This design comes from an exercise in tuning for small area, a short achievable clock period and few clock cycles on the open sky130 flow, not from production work.
At most, simulation tests tie the RTL to the original design; equivalence was not proved.
No activity file was given, so power comes from the tool's default toggle rates.

Setup of run 1:
==> flow/design.v <==
module Top_lvl (clk,start,mem_addr,mem_data,MIN_WEIGHT,MIN_PATH_NODES,donee);
input clk,start;
output [17:0] mem_addr;
input [17:0] mem_data;
output [14:0] MIN_WEIGHT;
output [17:0] MIN_PATH_NODES;  
output reg donee;
localparam V0=3'd0, V1=3'd1, V2=3'd2, WK=3'd3, DN=3'd4, FIN=3'd5;
reg [2:0] st;
reg [3:0] d;             
reg [17:0] x;            
reg [14:0] bud;          
reg pr;                  
reg [14:0] wmin;         
reg [17:0] best;         
reg [3:0] bd;            
reg [2:0] T;             
reg tv;                  
reg [17:0] S [1:7];      
reg [1:0]  R [1:7];      
reg [14:0] W [1:7];      
reg tv2;
reg [2:0] T2;
integer l;
always @* begin
  tv2 = 1'b0; T2 = 3'd1;
  for (l = 1; l <= 7; l = l + 1)
    if (l < T && R[l] != 2'd0) begin tv2 = 1'b1; T2 = l; end
end
wire [2:0] bdm1 = bd[2:0] - 3'd1;       
wire [17:0] sr = S[T];
wire [1:0] RT = R[T];
wire [17:0] nx1 = sr + 18'd1;           
wire [17:0] xk = x + {16'd0, 1'b1, st == V2};    
wire [17:0] best1 = best + 18'd1;       
wire [11:0] w = mem_data[11:0];
wire [2:0] nc = mem_data[2:0];
wire prune = (bud[14:12] == 3'd0) && (w >= bud[11:0]);
wire gone = (bud[14:12] == 3'd0) && (w[11:8] > bud[11:8]);    
wire end1 = gone || d[3];               
wire end2 = pr || (nc == 3'd0);
wire v1 = (st == V1), v2 = (st == V2);
wire [14:0] bw = bud - {3'b000, w};     
wire [2:0] dm1 = d[2:0] - 3'd1;         
wire [14:0] wp = wmin - ((st == V0) ? W[dm1] : v1 ? bw : bud);
wire fin = (v1 && end1) || (v2 && end2);    
wire leaf = fin && !(v1 ? prune : pr);      
wire over = (fin && !tv && !leaf) || (st == FIN);    
reg [17:0] addr;
always @* begin
  if (st == V0) addr = mem_data;
  else if (st == WK) addr = mem_data + 18'd1;
  else if (!(v1 || v2) || fin) addr = tv ? nx1 : best1;
  else addr = xk;
end
assign mem_addr = start ? 18'd0 : addr;
assign MIN_WEIGHT = wmin;
assign MIN_PATH_NODES = (st != DN || d == 4'd1) ? 18'd0 : (d > bd) ? 18'h3FFFF : sr;
reg sw, rw, ww;
reg [2:0] si;
reg [17:0] sd;
reg [1:0] rd;
always @* begin
  sw = 1'b0; rw = 1'b0; ww = 1'b0; si = d[2:0]; sd = xk; rd = nc[1:0] - 2'd1;
  if (v2 && !end2) begin sw = 1'b1; rw = 1'b1; ww = 1'b1; end
  if (fin && tv) begin sw = 1'b1; rw = 1'b1; si = T; sd = nx1; rd = RT - 2'd1; end
  if (over) begin sw = (bd >= 4'd2); si = bdm1; sd = best; end
  if (st == WK) begin sw = 1'b1; si = dm1; sd = mem_data; end
end
always @(posedge clk) begin
  if (sw) S[si] <= sd;
  if (rw) R[si] <= rd;
  if (ww) W[si] <= wp;
end
always @(posedge clk) begin
  if (start) begin
    st <= V1; d <= 4'd1; x <= 18'd0;
    bud <= 15'h7FFF; wmin <= 15'h7FFF; donee <= 1'b0; tv <= 1'b0;
  end else begin
    case (st)
      V0: begin
        x <= mem_data;
        bud <= wp;
        st <= V1;
      end
      V1: begin
        bud <= bw;
        pr <= prune;
        if (!end1) st <= V2;
      end
      V2: if (!end2) begin
        d <= d + 4'd1;
        st <= V0;
        if (nc[2:1] != 2'b00) begin T <= d[2:0]; tv <= 1'b1; end
      end
      WK: begin
        d <= d - 4'd1;
        if (d == 4'd3) donee <= 1'b1;
        if (d == 4'd2) begin st <= DN; d <= 4'd2; T <= 3'd1; end
      end
      DN: begin
        if (d <= 4'd8) d <= d + 4'd1;
        T <= T + 3'd1;
      end
      default: ;
    endcase
    if (leaf) begin wmin <= wp; best <= x; bd <= d; end
    if (fin) begin
      if (tv) begin
        d <= {1'b0, T} + 4'd1;
        st <= V0;
        if (RT == 2'd1) begin T <= T2; tv <= tv2; end
      end else if (leaf) st <= FIN;
    end
    if (over) begin
      d <= bd - 4'd1;
      if (bd >= 4'd3) begin
        st <= WK;
        if (bd == 4'd3) donee <= 1'b1;
      end else begin
        st <= DN; donee <= 1'b1; d <= 4'd1; T <= 3'd0;
      end
    end
  end
end
endmodule  
clock: 7.5 ns
lec_check: 0
cap_margin: 20
core_margin: 2
core_utilization: 40
cts_cluster_diameter: 60
cts_cluster_size: 24
setup_slack_margin: 2.0
slew_margin: 20
run.sh (not shown) runs the stock make flow with config.mk's settings and CLKGATE_MAP_FILE= SYNTH_SCRIPT=/design/flow/synth_recipe.tcl, a recipe that flattens the netlist after the stock synthesis.
Run 1 went all the way through the flow, and no timing, DRC or antenna check failed.
Testbench counts of run 1, summed over its fixed seeds: cycles 14,033.
For run 2, these inputs were changed with respect to run 1:
- swapping 2.0 for 3.0 in SETUP_SLACK_MARGIN
### Flow results
For switching share of power, run 1 and run 2 come out practically identical. Relative to run 1, the worst hold-check slack of run 2 is higher by 0.012 ns. Run 2 against run 1: shortest period the worst path allows went down 0.19 ns; fraction of area in registers -3.4 points.
diff inputs: run 2 => run 3
- SLEW_MARGIN changed from 20 to 0
- CAP_MARGIN changed from 20 to 0
- SETUP_SLACK_MARGIN changed from 3.0 to 2.0
## What came out
Looking at master of the slowest instance on the critical path, the sky130_fd_sc_hd__a221oi_2 result is from run 3; the sky130_fd_sc_hd__ha_4 one comes from run 2.
Against run 2, internal power in run 3 fell by more than 10%.
Summary: setup slack, run 3 worse than run 2
Of run 2 and run 3, the run reporting the higher share of power burned in combinational logic was run 2.
Clock-buffer cell count was higher in run 3 than in run 2.
When run 3 is set beside run 2, its first-pass GRT wire length turns out to be about 4.6% smaller.
For the total number of cells along the worst setup path, run 3 came in 3 lower than run 2 did.
## Diff of input files: run 4 against run 3
- a change of SLEW_MARGIN from 0 to 20
- a change of SETUP_SLACK_MARGIN from 2.0 to 2.5
- a change of CAP_MARGIN from 0 to 20
--- outcome ---
- Total length of routed met3 wires was lower in run 3 than in run 4.
- Taking run 3 as the reference, in run 4 total half-perimeter wirelength after legalization and detailed placement flat; worst slew margin relative to its limit down 6.6 points; sequential share of cell area down 1.8 points.
- Number of design-rule violations left by the first detailed-router iteration: run 4 vs run 3 up 22
- Number of detailed-route iterations in the first pass is higher on run 4
- Looking at length of routed met2 wiring, run 4 sits 5.0% higher than run 3 does.
- Highest metal layer with signal wires: met5 -> run 4, met4 -> run 3
- Looking only at share of power burned in the clock network, and setting everything else aside, the lower value of run 4 and run 3 goes to run 4.
- Final net count delta for run 4 relative to run 3: about 2.7% higher
Input-level comparison between run 5 and run 4:
- a change of SETUP_SLACK_MARGIN from 2.5 to 1.5
Notes after the runs:
- In summary, run 5 completed successfully, with a layout that passed the timing, design-rule and antenna checks.
- Relative to run 4, the final cell area reported for run 5 is lower.
- Looking at cell count, run 5 sits 79 lower than run 4 does.
- On total half-perimeter wirelength after legalization and detailed placement, run 5 does worse than run 4.
Edits applied to the flow inputs when going from run 5 to run 6:
- CTS_CLUSTER_SIZE: 24 -> 30
- SETUP_SLACK_MARGIN: 1.5 -> 2.25
### Flow results
- Run 6 vs run 5, slowest library cell on the worst path: sky130_fd_sc_hd__mux4_2 vs sky130_fd_sc_hd__clkdlybuf4s50_1
- Looking at critical path capture point, the mem_addr[0] result is from run 5; the mem_addr[10] one comes from run 6.
- Going from run 5 to run 6, the global-route usage was found to have gone up by 0.26 points.
- [compare] base=run 5 new=run 6: final cell count without fillers rose by 2.9%, final critical-path setup slack went up.

========
Starts from the design.v that is shown in full above.
make LEC_CHECK=0 CAP_MARGIN=20 CORE_MARGIN=2 CORE_UTILIZATION=55 CTS_CLUSTER_DIAMETER=60 CTS_CLUSTER_SIZE=24 SETUP_SLACK_MARGIN=2.0 SLEW_MARGIN=20 finish   # period 7.5 ns
Testbench counts at the start, summed over its fixed seeds: cycles 14,033.
Then changed:
--- a/flow/config.mk
+++ b/flow/config.mk
@@ -8,7 +8,8 @@
 export CAP_MARGIN = 20
 export CORE_MARGIN = 2
-export CORE_UTILIZATION = 55
+export CORE_UTILIZATION = 40
 export CTS_CLUSTER_DIAMETER = 60
 export CTS_CLUSTER_SIZE = 24
+export PLACE_DENSITY = 0.75
 export SETUP_SLACK_MARGIN = 2.0
 export SLEW_MARGIN = 20
Result: The changed run finished clean. Flip-flop and latch count stays the same. Worst hold slack degrades by 0.0077 ns. Non-clock buffer count came out lower by 7. Utilization went down by 18 points.

========
Top_lvl, a different RTL version from the one above (not shown whole).
For scale: ~330 flip-flops, about 72 I/O pins, roughly 0.018 mm^2 of cells after synthesis.
Settings: LEC_CHECK=0, CAP_MARGIN=20, CORE_MARGIN=2, CORE_UTILIZATION=40, CTS_CLUSTER_DIAMETER=100, CTS_CLUSTER_SIZE=30, SETUP_SLACK_MARGIN=3.0, SLEW_MARGIN=20; clock period 7.5 ns.
Next try:
--- a/flow/config.mk
+++ b/flow/config.mk
@@ -9,6 +9,4 @@
 export CORE_MARGIN = 2
 export CORE_UTILIZATION = 40
-export CTS_CLUSTER_DIAMETER = 100
-export CTS_CLUSTER_SIZE = 30
 export SETUP_SLACK_MARGIN = 3.0
 export SLEW_MARGIN = 20
=> Combinational power rises by 2.9%. Hold slack loses 0.011 ns. Total power went up by 8.4%. Worst setup slack degrades by 0.0091 ns. Global-route usage went up by 0.51 points. Design area climbs by 2.5%. Count of clock-buffer cells in the layout went up by 31. Die area does not change. Via count is higher by 1.6%. Sequential share of layout area shrinks by 0.99 points.
No run of this note included a check of the RTL's function; only the layout flow was run.

========
Setup of east:
Top_lvl, a different RTL version from the one above (not shown whole).
Size in the first run: ~350 flip-flops, about 72 I/O pins, roughly 0.020 sq mm of cells after synthesis.
// Top_lvl
module Top_lvl (clk,start,mem_addr,mem_data,MIN_WEIGHT,MIN_PATH_NODES,donee);
input clk,start;
output [17:0] mem_addr;
input [17:0] mem_data;
output [14:0] MIN_WEIGHT;
output [17:0] MIN_PATH_NODES;  
output reg donee;
localparam V0=3'd0, V1=3'd1, V2=3'd2, WK=3'd3, DN=3'd4;
reg [2:0] st;
reg [3:0] d;             
reg [17:0] x;            
reg [14:0] wcur;         
reg [14:0] wmin;         
reg [17:0] best;         
reg [3:0] bd;            
reg [3:0] oc;            
reg [17:0] nx;           
reg [2:0] T;             
reg tv;                  
reg [17:0] S [1:7];      
reg [1:0]  R [1:7];      
reg [14:0] W [1:7];      
reg tv2;
reg [2:0] T2;
integer l;
always @* begin
  tv2 = 1'b0; T2 = 3'd1;
  for (l = 1; l <= 7; l = l + 1)
    if (l < T && R[l] != 2'd0) begin tv2 = 1'b1; T2 = l; end
end
wire [2:0] ridx = donee ? oc[2:0] - 3'd1 : T2;
wire [17:0] sr = S[ridx];
wire [1:0] RT = R[T];
wire [11:0] w = mem_data[11:0];
wire [2:0] nc = mem_data[2:0];
wire [14:0] bud = wmin - wcur;
wire prune = ({3'b000, w} >= bud);
wire [14:0] wsum = wcur + {3'b000, w};
wire leaf1 = !prune && d[3];             
wire end1 = prune || d[3];
wire end2 = (nc == 3'd0);
wire fin = (st == V1 && end1) || (st == V2 && end2);    
wire leaf = (st == V1) ? leaf1 : 1'b1;   
wire [17:0] bst = leaf ? x : best;
wire [3:0] bdn = leaf ? d : bd;
reg [17:0] addr;
always @* begin
  case (st)
    V0:  addr = mem_data;
    V1:  addr = end1 ? (tv ? nx : bst + 18'd1) : x + 18'd2;
    V2:  addr = end2 ? (tv ? nx : bst + 18'd1) : x + 18'd3;
    WK:  addr = mem_data + 18'd1;
    default: addr = nx;
  endcase
end
assign mem_addr = start ? 18'd0 : addr;
assign MIN_WEIGHT = wmin;
assign MIN_PATH_NODES = (oc == 4'd1) ? 18'd0 : (oc > bd) ? 18'h3FFFF : sr;
reg sw, rw, ww;
reg [2:0] si;
reg [17:0] sd;
reg [1:0] rd;
always @* begin
  sw = 1'b0; rw = 1'b0; ww = 1'b0; si = d[2:0]; sd = x + 18'd4; rd = nc[1:0] - 2'd1;
  if (st == V2 && !end2) begin sw = 1'b1; rw = 1'b1; ww = 1'b1; end
  if (fin && tv) begin sw = 1'b1; rw = 1'b1; si = T; sd = nx + 18'd1; rd = RT - 2'd1; end
  if (fin && !tv) begin sw = (bdn >= 4'd2); si = bdn[2:0] - 3'd1; sd = bst; end
  if (st == WK) begin sw = 1'b1; si = d[2:0] - 3'd1; sd = mem_data; end
end
  ...
clock: 7.5 ns
lec_check: 0
cap_margin: 20
core_margin: 2
core_utilization: 40
slew_margin: 20
east ended with every stage complete and zero timing, DRC or antenna violations.
Setup changes, east to middle
Settings: SETUP_SLACK_MARGIN: unset -> 2.5; ABC_CLOCK_PERIOD_IN_PS: unset -> 4500.
Notes after the runs:
- Across middle and east, the outcome is the same: a clean finish for every run.
- Taking east as the reference, in middle design area moved up, relative contribution of combinational cells to total power saw an increase.
- middle vs east — footprint of the multi-input gates climbed by more than 10%
- Comparing east against middle, there is no change at all in total standard cell area after synthesis.
No run of this note included a check of the RTL's function; only the layout flow was run.

==> what the ideal ports hide <==
The flow's constraints put no driver on any port. The routed layouts listed below were extracted and timed again, unchanged, in two steps.
Step 1, drivers: a clkbuf_16 drives clk and a buf_2 each remaining input, both assumed.
Step 2 also shifts input and output timing later by t, the mid clock arrival at the registers, as if the neighbouring blocks saw the same clock.
Slacks: ideal ports / drivers / drivers and shift; pairs: ideal ports / drivers.
run | t (ns) | slack for setup (ns) | worst setup path at the end | clock arrival spread, ns | pins driven straight from the clock port
run 1 | 0.633 | 2.100 / 2.055 / 1.548 | input to register | 0.039 / 0.039 | 1
run 2 | 0.637 | 2.293 / 2.227 / 2.046 | input to register | 0.039 / 0.039 | 1
run 3 | 0.634 | 2.103 / 2.052 / 1.545 | input to register | 0.040 / 0.040 | 1
run 4 | 0.659 | 2.292 / 2.210 / 1.888 | input to register | 0.050 / 0.050 | 1
run 5 | 0.631 | 1.588 / 1.551 / 1.300 | input to register | 0.019 / 0.019 | 1
run 6 | 0.643 | 2.203 / 2.147 / 1.882 | input to register | 0.046 / 0.046 | 1
the first run of note 2 | 0.637 | 2.068 / 2.041 / 1.606 | input to register | 0.023 / 0.023 | 1
the second run of note 2 | 0.607 | 1.991 / 1.940 / 1.531 | input to register | 0.021 / 0.021 | 1
the first run of note 3 | 0.598 | 2.585 / 2.525 / 2.144 | input to register | 0.024 / 0.024 | 1
the second run of note 3 | 0.615 | 2.576 / 2.536 / 2.081 | input to register | 0.040 / 0.040 | 1
east | 0.631 | 0.273 / 0.218 / 0.740 | input to output | 0.047 / 0.047 | 1
middle | 0.627 | 0.728 / 0.672 / 0.942 | input to output | 0.039 / 0.039 | 1
After both steps setup and hold are still met in every run listed. The setup slack of run 3, which loses most, moves by -0.051 ns with the drivers and by -0.558 ns with both steps.
